Source: an optimization exercise on an open RTL-to-GDS flow (aim: small area). Production flows keep margins and buffers that such runs may drop.
In this exercise RTL edits were held to simulation tests only and were not proved equivalent to the original.

Design pong16, start of the top module:
module pong16 (sys_clk,
               rst_n,
               dm_sel,
               ramadr,
               ramwe,
               ramre,
               dbus_in,
               vid_sync_o,
               vid_o,
               audio_o
              );
==> flow/config.mk <==
export PLATFORM = sky130hd
export DESIGN_NAME = pong16
export DESIGN_NICKNAME = pong16
export VERILOG_FILES = /design/flow/design.v
export SDC_FILE = /design/flow/constraint.sdc
export NUM_CORES = 4
export LEC_CHECK = 0
export CAP_MARGIN = 5
export CORE_MARGIN = 2
export CORE_UTILIZATION = 55
export SLEW_MARGIN = 5
==> flow/constraint.sdc <==
create_clock -name core_clock -period 10.0 [get_ports {sys_clk}]
set_input_delay 2.0000 -clock core_clock [delete_from_list [all_inputs] [get_ports {sys_clk}]]
set_output_delay 2.0000 -clock core_clock [all_outputs]
set_load 0.01 [all_outputs]
standard.sh (not shown) runs the stock make flow with config.mk's settings and CLKGATE_MAP_FILE= SYNTH_SCRIPT=/design/flow/synth_recipe.tcl, a recipe that flattens the netlist after the stock synthesis.
==> flow/flow/run.sh <==
#!/bin/bash
# Layout flow: the standard synthesis, then the combinational logic
# re-mapped by ABC for area (the registers, their names and cell types are
# left as the standard synthesis made them; of a few area-mapping scripts the
# one with the smallest cell area is kept), then the standard layout with
# smaller port buffers and a clock tree of clkbuf_4 without dummy loads.
set -euo pipefail
W=$(pwd)
R=$W/orfs/results/$FLOW_PLATFORM/pong16/base
LIB=$FLOW_HOME/platforms/$FLOW_PLATFORM/lib/sky130_fd_sc_hd__tt_025C_1v80.lib
YOSYS=$FLOW_HOME/../tools/install/yosys/bin/yosys
[ -x "$YOSYS" ] || YOSYS=$(command -v yosys)

# 1. standard synthesis
bash standard.sh "$R/1_2_yosys.v" > "$W/flow_synth.log" 2>&1

# 2. re-map the combinational logic
DONT=$(sed -n '/DONT_USE_CELLS += /,/^$/p' "$FLOW_HOME/platforms/$FLOW_PLATFORM/config.mk" \
       | grep -o 'sky130_fd_sc_hd__[a-z0-9_]*' | sed 's/^/-dont_use /' | tr '\n' ' ')
FLOPS=$(grep -o '^ *sky130_fd_sc_hd__[a-z0-9_]*' "$R/1_2_yosys.v" | sort -u | grep -E 'df|dl|sdf|edf' | tr '\n' ' ')
cp "$R/1_2_yosys.v" "$W/std_synth.v"
best=""; best_area=""
i=0
for SCRIPT in "strash;dch,-f;amap,-F,2;topo" \
              "strash;dch,-f;amap,-F,2,-E,0;topo" \
              "strash;dc2;dch,-f;amap,-F,2;topo" \
              "strash;balance;rewrite,-z;refactor,-z;rewrite,-z;dch,-f;amap,-F,2;topo"; do
  i=$((i+1))
  sed -e "s#@LIB@#$LIB#g" -e "s#@DONT@#$DONT#g" -e "s#@FLOPS@#$FLOPS#g" \
      -e "s#@IN@#$W/std_synth.v#g" -e "s#@OUT@#$W/reabc_$i.v#g" -e "s#@TOP@#$FLOW_TOP#g" \
      -e "s#@SCRIPT@#$SCRIPT#g" -e "s#@STAT@#reabc_stat_$i.txt#g" \
      "$W/flow/reabc.ys.in" > "$W/reabc_$i.ys"
  if "$YOSYS" -s "$W/reabc_$i.ys" > "$W/flow_reabc_$i.log" 2>&1; then
    a=$(awk '/Chip area for module/ {print $NF}' "$W/reabc_stat_$i.txt")
    echo "script $i ($SCRIPT): area $a" >> "$W/flow_reabc_choice.log"
    if [ -z "$best_area" ] || awk -v a="$a" -v b="$best_area" 'BEGIN{exit !(a<b)}'; then
      best=$i; best_area=$a
    fi
  fi
done
echo "kept script $best: area $best_area" >> "$W/flow_reabc_choice.log"
cp "$W/reabc_$best.v" "$R/1_2_yosys.v"

# 3. the rest of the standard layout
export BUFFER_PORTS_ARGS="-buffer_cell sky130_fd_sc_hd__buf_1"
export CTS_ARGS="-sink_clustering_enable -repair_clock_nets -sink_clustering_size 10 -sink_clustering_max_diameter 50 -buf_list sky130_fd_sc_hd__clkbuf_4 -dont_use_dummy_load"
bash standard.sh "$@" > "$W/flow_layout.log" 2>&1
Other scripts of this flow, unchanged in this note and not shown: flow/flow/reabc.ys.in
Then changed:
--- a/flow/design.v
+++ b/flow/design.v
@@ -349,43 +349,44 @@
   rst_n7 <= rst_n6;
   rst_n6 <= rst_n5;
   rst_n5 <= rst_n4;
   rst_n4 <= rst_n3;
   rst_n3 <= rst_n2;
   rst_n2 <= rst_n1;
   rst_n1 <= rst_n;
 end
 wire end_rst = rst_n3 & ~rst_n4;
 reg  sof;
 always @(posedge clk) sof <= vid_time && xstart && (y == 8'd0);
-reg [7:0] pl0, pl1;
-reg       ps0, ps1;
+reg [7:0] pc0, pc1;
 always @(posedge clk) begin
    if (sof) begin
-      if (padl0 <= 17)       begin pl0 <= 8'd17;  ps0 <= 1'b1; end
-      else if (padl0 <= 228) begin pl0 <= padl0;  ps0 <= 1'b0; end
-      else                   begin pl0 <= 8'd229; ps0 <= 1'b1; end
-      if (padl1 <= 17)       begin pl1 <= 8'd17;  ps1 <= 1'b1; end
-      else if (padl1 <= 228) begin pl1 <= padl1;  ps1 <= 1'b0; end
-      else                   begin pl1 <= 8'd229; ps1 <= 1'b1; end
+      pc0 <= padl0;
+      pc1 <= padl1;
    end
 end
-wire [7:0] plb = ballx[7] ? pl1 : pl0;
-wire       psb = ballx[7] ? ps1 : ps0;
+function [8:0] clamp;    
+   input [7:0] v;
+   clamp = (v <= 17) ? {1'b1, 8'd17} : (v <= 228) ? {1'b0, v} : {1'b1, 8'd229};
+endfunction
+wire [7:0] plb;
+wire       psb;
+assign {psb, plb} = clamp(ballx[7] ? pc1 : pc0);
 wire [8:0] bd  = {1'b0, bally} - {1'b0, plb};
 wire hit  = ~bd[8] && (bd[7:4] == 4'd0) && !(psb && bd[3:0] == 4'd15);
 wire top  = ~bd[8] && (bd[7:0] <= 8'd4);
 wire bot  = hit && (bd[3:0] >= 4'd11);
 wire [1:0] hdir = top ? DIR_UP : bot ? DIR_DOWN : DIR_STR;
-wire [7:0] ply = x[7] ? pl1 : pl0;
-wire       psy = x[7] ? ps1 : ps0;
+wire [7:0] ply;
+wire       psy;
+assign {psy, ply} = clamp(x[7] ? pc1 : pc0);
 wire [8:0] yd  = {1'b0, y} - {1'b0, ply};
 wire yin = ~yd[8] && (yd[7:4] == 4'd0) && !(psy && yd[3:0] == 4'd15);
 always @(posedge clk) begin
    if(!rst_n) begin
        GO_GAME <= 0;
    end else if (serv_ball) begin
        GO_GAME <= 1'b1;
    end else if (stop_game) begin
        GO_GAME <= 1'b0;
    end
 end
Design area barely changes.
Cell count barely changes.
Worst setup slack got worse by 970 ps.
Worst hold slack improved by 14 ps.
Global-route usage increases by 0.44 points.
Die area decreases by 0.45%.

## afterwards: timing with drivers on the ports
How much do the figures lean on ideal ports? The routed layouts below were timed once more, with nothing changed but the port constraints.
Step 1 sets driving cells, clkbuf_16 on the clock port and buf_2 on the other inputs (assumed; they add their load-dependent delay and slew).
Step 2 also shifts input and output timing later by t, the mid clock arrival at the registers, as if the neighbouring blocks saw the same clock.
a / b / c = ideal ports / drivers / drivers and shift; a / b = the first two.
run	shift t [ns]	slack for setup (ns)	clock arrival spread, ns
the first run	0.674	5.608 / 5.608 / 5.608	0.089 / 0.089
the second run	0.685	4.637 / 4.637 / 4.637	0.062 / 0.062
After both steps every run listed still meets setup and hold.
